Source: an optimization exercise on an open RTL-to-GDS flow (aim: small area). Production flows keep margins and buffers that such runs may drop. Only simulation tests tie the RTL to the original design; equivalence was not proved. Power is estimated from default activity; no workload was simulated.

**flow/run.sh**
```bash
#!/bin/bash
# The standard layout (standard.sh: standard synthesis through finish),
# with two changes:
#  - the port buffers are the platform's smallest buffer, buf_1;
#  - clock tree synthesis uses clkbuf_8 with clusters of up to 16 sinks
#    within 60 um, and inserts no dummy loads.
# make's full output goes to standard.log; ORFS keeps each step's log under
# orfs/logs.
set -euo pipefail
export BUFFER_PORTS_ARGS="-buffer_cell sky130_fd_sc_hd__buf_1"
export CTS_ARGS="-sink_clustering_enable -repair_clock_nets -buf_list sky130_fd_sc_hd__clkbuf_8 -sink_clustering_size 16 -sink_clustering_max_diameter 60 -dont_use_dummy_load"
bash standard.sh > standard.log 2>&1
```
**design.v**
```verilog
module MIPS(
	input clk,
	input rst_n,
	input cpu_en,
	input [7:0] data_read,
	input ram_send,
	input ram_receive,
	output reg cpu_send,
	output reg cpu_receive,
	output reg cpu_ready,
	output reg [15:0] data_addr,
	output reg [7:0] data_store,
	output reg [1:0] mem_ctrl,
	output reg done
	);
	localparam IDLE = 3'b000, IF = 3'b001, ID = 3'b011, EX = 3'b111, MEM = 3'b110, WB = 3'b100;
	wire rst = ~(rst_n & cpu_en);
	reg [15:0] PC, IR, temp, rt, rsr;
	reg [2:0] state;
	reg lv;
	reg [1:0] cnt;
	reg delay_cnt, delay_en;
	wire s_idle = state == IDLE;
	wire s_if   = state == IF;
	wire s_id   = state == ID;
	wire s_ex   = state == EX;
	wire s_mem  = state == MEM;
	wire s_wb   = state == WB;
	wire [3:0] OP = IR[15:12];
	wire [2:0] funct = IR[2:0];
	wire [5:0] im = IR[5:0];
	wire rtype = OP == 4'b0000;
	wire is_lw = OP == 4'b1100;
	wire is_sw = OP == 4'b1101;
	wire is_br = OP[3:1] == 3'b111;
	wire is_j  = OP[3:1] == 3'b010;
	wire c0 = cnt == 2'd0;
	wire c1 = cnt == 2'd1;
	wire c2 = cnt == 2'd2;
	wire bus_rd = s_if | (s_mem & is_lw);
	wire bus_wr = s_mem & is_sw;
	wire rd_hs = cpu_receive & ram_send;
	wire rd_cap = bus_rd & ~c2 & ram_send & ~cpu_receive;
	wire wr_hs = cpu_send & ram_receive;
	reg [15:0] S0, S1, S2, S3, S4, S5, S6, S7;
	reg [2:0] q;
	reg [1:0] clr;
	wire rw_win = s_id | s_ex;
	wire [15:0] rs = rsr;
	wire is_jr = rtype & funct == 3'b111;
	wire ex1 = s_ex & ~lv;
	reg taken;
	wire mem1 = s_mem & ~lv;
	wire br_step = is_br & taken & ((s_mem & lv) | s_wb | (s_idle & ~lv));
	wire j_step1 = ex1 & is_j;
	wire j_step2 = is_j & ((s_ex & lv) | s_mem | (s_wb & ~lv)) & (q[1:0] == 2'd3);
	wire op_and = rtype ? funct == 3'b101 : OP[2:0] == 3'b010;
	wire op_or  = rtype ? funct == 3'b110 : OP[2:0] == 3'b011;
	wire op_slt = rtype & funct == 3'b100;
	wire op_zero = ~rtype & OP[2];
	wire [2:0] n_st = rst ? IDLE : lv ? {state[1:0], ~state[2]} : state;
	wire n_lv = ~rst & ~lv & (c2 | ~(bus_rd | bus_wr));
	wire [1:0] n_cnt = rst ? 2'd0 : (bus_rd | bus_wr) ? (c2 ? 2'd0 : cnt + {1'b0, bus_rd ? rd_hs : wr_hs}) : cnt;
	wire n_taken = mem1 ? eq ^ OP[0] : taken;
	wire [2:0] n_q = rst ? 3'd0 : q - 3'd1;
	wire n_idle = n_st == IDLE;
	wire n_if = n_st == IF;
	wire n_ex = n_st == EX;
	wire n_mem = n_st == MEM;
	wire n_wb = n_st == WB;
	wire n_ex1 = n_ex & ~n_lv;
	wire n_mem1 = n_mem & ~n_lv;
	wire n_br_step = is_br & n_taken & ((n_mem & n_lv) | n_wb | (n_idle & ~n_lv));
	wire n_j_step = is_j & (n_ex1 | (((n_ex & n_lv) | n_mem | (n_wb & ~n_lv)) & n_q[1:0] == 2'd3));
	reg b_rt, sub, a_pc, b_im, b_two, cin;
	wire n_sub = ~rst & s_ex & lv & (rtype ? (funct[2:1] == 2'b01 || funct == 3'b100) : (OP[3] & (OP[2:0] == 3'b001 || OP[2:1] == 2'b11)));
	always @(posedge clk) begin
		b_rt <= ~rst & s_ex & lv & ((rtype & ~is_jr) | is_br);
		sub <= n_sub;
		a_pc <= ~rst & (n_if | n_j_step | n_br_step);
		b_im <= ~rst & ((n_mem1 & OP[3:2] == 2'b10) | (n_mem & (is_lw | is_sw)) | (n_br_step & n_lv));
		b_two <= ~rst & ((n_if & n_cnt == 2'd2) | n_j_step);
		cin <= ~rst & (n_sub | (n_cnt == 2'd1 & (n_if | n_mem)) | n_br_step);
	end
	wire [15:0] alu_b0 = b_rt ? rt : {10'd0, im & {6{b_im}}};
	wire [15:0] alu_b = (sub ? ~alu_b0 : alu_b0) | {14'd0, b_two, 1'b0};
	wire [15:0] alu_a = a_pc ? PC : rs;
	wire [16:0] alu_sum;
	wire [16:0] alu_c;
	assign alu_c[0] = cin;
	genvar gi;
	generate for (gi = 0; gi < 16; gi = gi + 1) begin : g_add
		assign alu_sum[gi] = alu_a[gi] ^ alu_b[gi] ^ alu_c[gi];
		assign alu_c[gi+1] = (alu_a[gi] & alu_b[gi]) | (alu_c[gi] & (alu_a[gi] ^ alu_b[gi]));
	end endgenerate
	assign alu_sum[16] = alu_c[16];
	wire eq = alu_sum[15:0] == 16'd0;
	wire s_and = op_and & ~op_zero;
	wire s_or = op_or & ~op_zero;
	wire s_slt = op_slt;
	wire s_sum = ~op_and & ~op_or & ~op_slt & ~op_zero;
	wire [15:0] alu_res = ({16{s_sum}} & alu_sum[15:0]) | ({16{s_and}} & rs & alu_b0) | ({16{s_or}} & (rs | alu_b0)) | {15'd0, s_slt & ~alu_sum[16]};
	wire ex_temp = (mem1 & (rtype ? ~is_jr : OP[3:2] == 2'b10)) | (ex1 & OP[3:1] == 3'b110);
	wire [7:0] cap_byte = s_if ? (cnt[0] ? IR[7:0] : IR[15:8]) : (cnt[0] ? temp[7:0] : temp[15:8]);
	wire cap_eq = cap_byte == data_read;
	wire [7:0] st_byte = cnt[0] ? rt[7:0] : rt[15:8];
	wire [7:0] dr = data_read & {8{~rst}};
	always @(posedge clk) begin
		cpu_ready <= ~rst & delay_en & ~delay_cnt;
		delay_cnt <= ~rst & delay_en;
	end
	always @(posedge clk) begin
		if (rw_win & IR[10:9] == q[1:0]) rsr <= (IR[11] ^ q[2]) ? S4 : S0;
		if (rw_win & IR[7:6] == q[1:0]) rt <= (IR[8] ^ q[2]) ? S4 : S0;
	end
	wire wb_we = (s_wb | s_idle) & (rtype | OP[3:2] == 2'b10 | is_lw);
	wire jal_we = j_step2 & OP[0];
	wire [2:0] wa = jal_we ? 3'd7 : rtype ? IR[5:3] : IR[8:6];
	wire zap = rst | (clr != 2'd0);
	wire w_any = (wb_we | jal_we) & wa[1:0] == q[1:0];
	wire w1 = zap | (w_any & ~(wa[2] ^ q[2]));
	wire w5 = zap | (w_any & (wa[2] ^ q[2]));
	wire [15:0] wd = (jal_we ? PC : temp) & {16{~zap}};
	always @(posedge clk) begin
		S0 <= S7;
		S1 <= w1 ? wd : S0;
		S2 <= S1;
		S3 <= S2;
		S4 <= S3;
		S5 <= w5 ? wd : S4;
		S6 <= S5;
		S7 <= S6;
		q <= rst ? 3'd0 : q - 3'd1;
		clr <= rst ? 2'd3 : clr - {1'b0, clr != 2'd0};
	end
	always @(posedge clk) begin
		if (rst | (rd_cap & s_if & ~cnt[0])) IR[15:8] <= dr;
		if (rst | (rd_cap & s_if & cnt[0])) IR[7:0] <= dr;
		if (rst | ex_temp | (rd_cap & ~s_if & ~cnt[0])) temp[15:8] <= ex_temp ? alu_res[15:8] & {8{~rst}} : dr;
		if (rst | ex_temp | (rd_cap & ~s_if & cnt[0])) temp[7:0] <= ex_temp ? alu_res[7:0] & {8{~rst}} : dr;
	end
	always @(posedge clk)
		if (mem1) taken <= eq ^ OP[0];
	wire pc_j = j_step1 | j_step2;
	wire pc_sh = br_step & ~lv;
	wire pc_en = (s_if & c2) | (mem1 & is_jr) | pc_j | br_step;
	wire [15:0] pc_d = pc_j ? {alu_sum[15:12], IR[11:0]} : pc_sh ? {alu_sum[14:0], 1'b0} : alu_sum[15:0];
	always @(posedge clk)
		if (rst | pc_en) PC <= pc_d & {16{~rst}};
	wire da_zero = rst | s_ex | (s_mem & ~is_lw & ~is_sw);
	always @(posedge clk)
		if (da_zero | ((bus_rd | bus_wr) & ~c2)) data_addr <= alu_sum[15:0] & {16{~da_zero}};
	always @(posedge clk) begin
		if (rst | (s_mem & ~is_lw & ~c2)) data_store <= st_byte & {8{is_sw & ~rst}};
	end
	always @(posedge clk) begin
		if (rst) begin
			{cpu_receive, cpu_send} <= 2'b00;
			lv <= 1'b0;
			state <= IDLE;
			delay_en <= 1'b0;
			done <= 1'b0;
			mem_ctrl <= 2'd0;
			cnt <= 2'd0;
		end else begin
			if (lv) state <= {state[1:0], ~state[2]};
			lv <= ~lv & (c2 | ~(bus_rd | bus_wr));
			if (~s_wb) cpu_send <= bus_wr & ~c2 & ~wr_hs & (data_store == st_byte);
			if (s_idle | bus_rd | bus_wr) cpu_receive <= rd_cap & cap_eq;
			if (bus_rd & ~c2) delay_en <= ~rd_hs;
			if (s_idle | bus_rd | s_mem) mem_ctrl <= {bus_rd & ~c2, bus_wr & ~c2};
			if (bus_rd | bus_wr) cnt <= c2 ? 2'd0 : cnt + {1'b0, bus_rd ? rd_hs : wr_hs};
			if (s_wb | s_idle) done <= s_wb;
		end
	end
endmodule
```
**standard.sh**
```bash
#!/bin/bash
# synth_recipe.tcl (not shown) runs the flow's synth.tcl, then flattens the netlist and writes it again
# the make line also repeats each setting of config.mk as NAME=value (left out here)
make -C /OpenROAD-flow-scripts/flow DESIGN_CONFIG=/design/flow/config.mk WORK_HOME=/design/flow/orfs CLKGATE_MAP_FILE= SYNTH_SCRIPT=/design/flow/synth_recipe.tcl "${@:-finish}"
```
**config.mk**
```make
export PLATFORM = sky130hd
export DESIGN_NAME = MIPS
export DESIGN_NICKNAME = MIPS
export VERILOG_FILES = /design/flow/design.v
export SDC_FILE = /design/flow/constraint.sdc
export NUM_CORES = 4
export LEC_CHECK = 0
export CAP_MARGIN = 20
export CORE_MARGIN = 2
export CORE_UTILIZATION = 65
export SLEW_MARGIN = 20
```
**constraint.sdc**
```tcl
create_clock -name core_clock -period 10.0 [get_ports {clk}]
set_input_delay 2.0000 -clock core_clock [delete_from_list [all_inputs] [get_ports {clk}]]
set_output_delay 2.0000 -clock core_clock [all_outputs]
set_load 0.01 [all_outputs]
```
==> results.txt, run 1 <==
Initial DRC count: 732
Die height: 132.2 um
Layout cells sized above 1: 13.88%
Yosys top cell by area: edfxtp_1
CTS sink count: 258
Yosys Warn Count: 1
Async SR Flop Fraction: 0%
First-pass GRT wire length: 41,360 um
CP max FO: 6
Synthesized Nets: 915
CTS tree: built
Core outline area: 0.01600 mm^2
Nets: 942
Most frequent cell after synthesis: dfxtp_1
Hold_ws: 0.2800 ns
Most frequent cell on the critical path: fa_1
Unrepaired setup endpoints after global routing: no
Setup repair bufs after CTS: 0
CP max-delay cell: fa_1
Layout Skew: 0.05314 ns
CP required: 10.47 ns
Fin. Hold Viols: 0
Pwr/cell area: 156.6 mW/mm^2
Antenna cells: 0
Post-route setup TNS: 0 ns
Routed Antenna Nets: 0
Clock tree buffer depth: 3
Filler instances: 1,177
Top post-synthesis cells by area: edfxtp_1 (29%), dfxtp_1 (29%), mux2_2 (6.4%), mux2i_1 (4.1%), nand2_1 (3.1%)
Crit path time final: 9.280 ns
Yosys reg bits: 258
# IOs: 43
WL per Instance: 23.85 um
Worst setup SP type: register
Largest net degree at the start of global routing: 49
Pins over their slew limit: 0
Starting Density: 66.80%
Post-synth EDFFs: 104
Most frequent cells after synthesis: dfxtp_1 (154), edfxtp_1 (104), nand2_1 (88)
Hold Crit Class: reg2reg
Post-synthesis sequential area ratio: 58.07%
Number of H-tree levels: 1
Leak Pwr: 0.004180 uW
Slew headroom: 26.19%
Outcome: finished clean
Critical path's largest stage delay: 0.49 ns
Vias in the first global route: 6,995
Synthesized area: 0.01069 mm^2
Layout Utilization: 70.60%
Clock insertion delay at the later pin of the skew report: 0.55 ns
Post-cts resize count: 0
DIE WIDTH: 132.2 um
Reg clk slew, reported paths: 0.10 ns
Crit. End Element: register
Die footprint: 0.01748 mm^2
Initial antenna violation count: 0
RePlAce Congestion: 0.9452
Hold_buf cts: 0
CTS buffer count: 21
Synth unique cells: 65
Avg Cell Area, Syn: 12.10 um^2
IO buf count: 42
Final setup vio count: 0
Predominant post-synthesis flop cell: dfxtp_1
Critical path arrival: 9.75 ns
Global Route Usage Sum: 30.82%
Hpwl dp: 19,470 um
Cell chosen for the clock root: clkbuf_8
Peak Freq: 107.8 MHz
Synth-to-layout area growth: 5.689%
Final cycle utilization of the critical path: 92.80%
Placed Cells incl. Taps: 1,103
Drt drc: 0
Syn Inst Count: 883
Via count: 7,152
Post-Route WL: 26,810 um
Worst slew pin tran: 1.105 ns
Max_cap viols: 0
Worst setup path category: reg2reg
Vias per cell: 6.363
Post-Layout Cell Count: 1,124
Gr ovfl total: 0
Cell row count: 46
Yosys top cell area share: 29.22%
Drt first pass iters: 5
Max rail drop VDD: 0.0001435 V
==> cell type report <==
| class | count | area (um^2) | area share, % |
|---|---|---|---|
| Timing Repair Buffer | 59 | 289.0 | 2.559 |
| Sequential cell | 258 | 6206 | 54.94 |
| Multi-Input combinational cell | 559 | 4200 | 37.18 |
| Tap cell | 216 | 270.3 | 2.393 |
| Clock buffer | 21 | 289.0 | 2.559 |
| Inverter | 11 | 41.29 | 0.3655 |
==> metal layers <==
metal	vias up	GRT usage (%)	wire length, um
met5	-	0	0
met4	0	7.826	680
met3	53	6.075	2501
met2	377	48.09	12260
met1	3531	44.85	11370
li1	3191	-	-
==> metrics by stage <==
stage | area [um^2] | setup slack (ns) | total power (uW)
floorplan | 10690 | 1.202 | 1245
global placement | 10990 | 0.9656 | 1286
detailed placement | 11000 | 0.8022 | 1289
CTS | 11290 | 0.7409 | 1773
global route | 11300 | 0.3892 | 1818
finish | 11300 | 0.7205 | 1769
==> layout by cell type, fill, tap and decap left out, drive strengths merged, types with 2 or more instances in the layout <==
master and count:
fa 16, nor3 17, buf 59, a22oi 6
nor2b 9, mux2 64, ha 3, a21oi 18
a311oi 2, o31ai 4, dfxtp 154, nor3b 6
and3 11, a32oi 2, nor2 60, o21ai 44
or2 2, nand2 88, a31oi 3, mux2i 44
nand4 5, nand2b 11, nor4 8, nor4bb 2
xor2 10, xnor2 33, and2 18, inv 11
mux4 8, edfxtp 104, nand3 11, clkbuf 21
a211oi 6, nand3b 4, o22ai 16, a221oi 12
==> where the power goes <==
| part | total, uW | switching [uW] | internal [uW] | leakage, uW |
|---|---|---|---|---|
| Combinational | 132 | 80.0 | 51.9 | 0.00162 |
| Clock | 499 | 310 | 188 | 0.000151 |
| Sequential | 1140 | 27.6 | 1110 | 0.00241 |
| Total | 1770 | 418 | 1350 | 0.00418 |
==> critical path: cells and delay by family (launching register included) <==
| family | cells | cell delay (ns) |
|---|---|---|
| DFF | 1 | 0.32 |
| adders and majority gates | 16 | 6.75 |
| AOI/OAI and AO/OA | 4 | 0.76 |
| and+or+nand+nor | 3 | 0.90 |
| buffers and inverters | 1 | 0.10 |
| xor gates and xnor gates | 2 | 0.38 |
==> worst paths after layout <==
check	startpoint	endpoint	slack, ns	depth (start not counted)
max	b_im$_DFF_P_	cin$_DFF_P_	0.72	26
min reg2reg	S6[6]$_DFF_P_	S7[6]$_DFF_P_	0.28	0
max reg2reg	b_im$_DFF_P_	cin$_DFF_P_	0.72	26
min	S6[6]$_DFF_P_	S7[6]$_DFF_P_	0.28	0
==> kinds of logic after synthesis <==
logic type      share of synthesized area (%)
simple gates                            11.75
xor+xnor                                3.524
mux                                     12.58
buf+inv                                 2.915
fa+ha+maj                               3.348
flops                                   58.07
compound gates                          7.809
==> inputs of run 2 (changes only) <==
==> run.sh (new file) <==
#!/bin/bash
# synth_recipe.tcl (not shown) runs the flow's synth.tcl, then flattens the netlist and writes it again
# the make line also repeats each setting of config.mk as NAME=value (left out here)
make -C /OpenROAD-flow-scripts/flow DESIGN_CONFIG=/design/flow/config.mk WORK_HOME=/design/flow/orfs CLKGATE_MAP_FILE= SYNTH_SCRIPT=/design/flow/synth_recipe.tcl finish
--- a/config.mk
+++ b/config.mk
@@ -10,2 +10,5 @@
 export CORE_UTILIZATION = 65
+export CTS_BUF_LIST = sky130_fd_sc_hd__clkbuf_8
+export CTS_CLUSTER_DIAMETER = 60
+export CTS_CLUSTER_SIZE = 16
 export SLEW_MARGIN = 20
removed: flow/run.sh
removed: standard.sh
==> results.txt, run 2 <==
Layout Utilization: 73.24% (was 70.60%)
Pins over their slew limit: 0 (unchanged)
Clk pwr share: 32.3% (was 28.2%)
Predominant post-synthesis flop cell: dfxtp_1 (unchanged)
Reg-to-reg slack, setup: 0.73 ns (was 0.72 ns)
Synthesized area: 0.01069 mm^2 (unchanged)
Initial DRC count: 985 (was 732)
Crit path max-delay family: adder cells (unchanged)
# IOs: 43 (unchanged)
Drt drc: 0 (unchanged)
Synth unique cells: 65 (unchanged)
CP max-delay cell: fa_1 (unchanged)
Nets: 943 (was 942)
Worst path bufs/invs: 1 (unchanged)
Layout Skew: 0.04615 ns (was 0.05314 ns)
Placed Cells incl. Taps: 1,103 (unchanged)
Most frequent cell on the critical path: fa_1 (unchanged)
Top post-synthesis cells by area: edfxtp_1 (29%), dfxtp_1 (29%), mux2_2 (6.4%), mux2i_1 (4.1%), nand2_1 (3.1%) (unchanged)
Worst setup SP type: register (unchanged)
Sw frac: 24.52% (was 23.62%)
Vias per cell: 6.402 (was 6.363)
Max_cap viols: 0 (unchanged)
CTS tree: built (unchanged)
Power consumption: 1891 uW (was 1769 uW)
Number of H-tree levels: 1 (unchanged)
CTS sink count: 258 (unchanged)
Post-cts resize count: 0 (unchanged)
Post-synth EDFFs: 104 (unchanged)
Most frequent cells in the layout: dfxtp_1 (154), edfxtp_1 (104), nand2_1 (88), mux2_2 (61), nor2_1 (60) (unchanged)
DIE WIDTH: 132.2 um (unchanged)
Hold Crit Class: reg2reg (unchanged)
Post-Route WL: 27,620 um (was 26,810 um)
First-pass GRT wire length: 42,480 um (was 41,360 um)
Synthesized Nets: 915 (unchanged)
Avg Cell Area, Syn: 12.10 um^2 (unchanged)
WL per Instance: 24.18 um (was 23.85 um)
Slew headroom: 33.20% (was 26.19%)
Via count: 7,311 (was 7,152)
Yosys reg bits: 258 (unchanged)
Routed Antenna Nets: 0 (unchanged)
Worst setup path category: reg2reg (unchanged)
Yosys top cell by area: edfxtp_1 (unchanged)
Pwr/cell area: 161.4 mW/mm^2 (was 156.6 mW/mm^2)
IO buf count: 42 (unchanged)
Outcome: finished clean (unchanged)
Starting Density: 66.80% (unchanged)
Vias in the first global route: 7,071 (was 6,995)
Crit path time final: 9.265 ns (was 9.280 ns)
Leak Pwr: 0.004388 uW (was 0.004180 uW)
Post-route setup TNS: 0 ns (unchanged)
Most frequent cells after synthesis: dfxtp_1 (154), edfxtp_1 (104), nand2_1 (88) (unchanged)
CTS buffer count: 22 (was 21)
Die footprint: 0.01748 mm^2 (unchanged)
Post-Layout Cell Count: 1,142 (was 1,124)
Sw power: 463.8 uW (was 417.9 uW)
Initial antenna violation count: 1 (was 0)
Synth-to-layout area growth: 9.646% (was 5.689%)
Clock tree buffer depth: 3 (unchanged)
Fin. Hold Viols: 0 (unchanged)
Final cycle utilization of the critical path: 92.65% (was 92.80%)
Unrepaired setup endpoints after global routing: no (unchanged)
Die height: 132.2 um (unchanged)
RePlAce Congestion: 0.9814 (was 0.9452)
Yosys Warn Count: 1 (unchanged)
Crit. End Element: register (unchanged)
Reg clk slew, reported paths: 0.10 ns (about the same)
Register share of total power: 60.2% (was 64.3%)
Async SR Flop Fraction: 0% (unchanged)
Cell chosen for the clock root: clkbuf_8 (unchanged)
Global Route Usage Sum: 31.65% (was 30.82%)
Critical path's largest stage delay: 0.49 ns (about the same)
Hold_ws: 0.3060 ns (was 0.2800 ns)
Core outline area: 0.01600 mm^2 (unchanged)
Layout cells sized above 1: 14.69% (was 13.88%)
Clock insertion delay at the later pin of the skew report: 0.57 ns (was 0.55 ns)
Hold_buf cts: 0 (unchanged)
Gr ovfl total: 0 (unchanged)
Drt first pass iters: 5 (unchanged)
Setup repair bufs after CTS: 0 (unchanged)
Yosys top cell area share: 29.22% (unchanged)
Critical path arrival: 9.73 ns (was 9.75 ns)
Peak Freq: 107.9 MHz (was 107.8 MHz)
Antenna cells: 0 (unchanged)
Cell row count: 46 (unchanged)
CP required: 10.46 ns (was 10.47 ns)
CP max FO: 6 (unchanged)
Most frequent cell after synthesis: dfxtp_1 (unchanged)
Worst slew pin tran: 0.9953 ns (was 1.105 ns)
Post-synthesis sequential area ratio: 58.07% (unchanged)
Commonest non-fill, non-tap cell in the layout: dfxtp_1 (unchanged)
Syn Inst Count: 883 (unchanged)
Max rail drop VDD: 0.0001704 V (was 0.0001435 V)
Final setup vio count: 0 (unchanged)
Internal power: 1427 uW (was 1351 uW)
Largest net degree at the start of global routing: 49 (unchanged)
Hpwl dp: 19,690 um (was 19,470 um)
Logic pwr share: 7.5% (about the same)
[run 2: cell counts after synthesis]
No cell type changed its count.
[run 2: per-stage QoR]
step | area [um^2] | setup slack, ns
finish | 11720 | 0.7347
global route | 11720 | 0.2126
CTS | 11700 | 0.8008
detailed placement | 11260 | 0.8645
global placement | 11250 | 0.9238
floorplan | 10690 | 1.202
[run 2: kinds of logic after synthesis]
family | after synthesis | synth area share, %
flip-flops | 258 | 58.07
AND/OR/NAND/NOR | 256 | 11.75
XOR/XNOR | 43 | 3.524
adder cells (fa/ha/maj) | 19 | 3.348
buffers and inverters | 66 | 2.915
multiplexers | 116 | 12.58
AO/OA/AOI/OAI | 125 | 7.809
[run 2: worst register-to-register path: stages, from the launching register on]
cell and delay, ns:
dfxtp_1 0.35, nor2b_1 0.40, a22oi_1 0.20, xnor2_1 0.18, fa_1 0.45, fa_1 0.46, fa_1 0.47, fa_1 0.47
fa_1 0.46, fa_1 0.47, fa_1 0.47, fa_1 0.46, fa_1 0.48, fa_1 0.47, fa_1 0.46, fa_1 0.49
fa_1 0.44, inv_1 0.10, fa_1 0.22, fa_1 0.22, fa_1 0.26, nor4b_1 0.23, nand4_1 0.24, xnor2_1 0.20
a21oi_1 0.18, o311ai_1 0.17, o211ai_1 0.20
[run 2: final timing paths]
| check | start | end | cells after the start |
|---|---|---|---|
| hold / removal | S6[4]$_DFF_P_ | S7[4]$_DFF_P_ | 0 |
| setup reg to reg | b_im$_DFF_P_ | cin$_DFF_P_ | 26 |
| setup / recovery | b_im$_DFF_P_ | cin$_DFF_P_ | 26 |
| hold reg to reg | S6[4]$_DFF_P_ | S7[4]$_DFF_P_ | 0 |
[run 2: routing by layer]
metal,GRT usage (%),wire length [um]
met1,45.74,11650
met2,47.77,12310
met3,6.613,2527
met4,11.53,1126
met5,0,0
[run 2: area by class of cell]
class | count | area (um^2)
flip-flops and latches | 258 | 6206
multi-input cells | 559 | 4208
clock buffers | 24 | 330.3
repair buffers | 59 | 551.8
inverters | 11 | 41.29
clock inverters | 15 | 111.4
fillers | 1133 | 4282
well taps | 216 | 270.3
[run 2: power by group through the flow]
stage | clock [uW] | sequential [uW] | combinational [uW]
floorplan | 0 | 1150 | 98.9
global placement | 0 | 1160 | 135
detailed placement | 0 | 1160 | 139
CTS | 614 | 1140 | 139
global route | 648 | 1140 | 150
finish | 611 | 1140 | 143

## static timing again, ports no longer ideal
No port has a modelled driver above. Below, the same layouts with a new extraction and two added sets of constraints. Step 1 sets driving cells, clkbuf_16 on the clock port and buf_2 on the other inputs (assumed; they add their load-dependent delay and slew). Step 2, shift: input delay + t, output delay - t, t = (earliest + latest rising clock arrival at the registers) / 2. This alone moves slack from input paths to output paths. Slacks: ideal / step 1 / step 2; pairs: ideal / step 1.
| run | shift t [ns] | setup slack, ns | pins driven straight from the clock port |
|---|---|---|---|
| run 1 | 0.558 | 0.720 / 0.720 / 0.720 | 1 |
| run 2 | 0.589 | 0.735 / 0.735 / 0.735 | 1 |
After both steps every run listed still meets setup and hold.
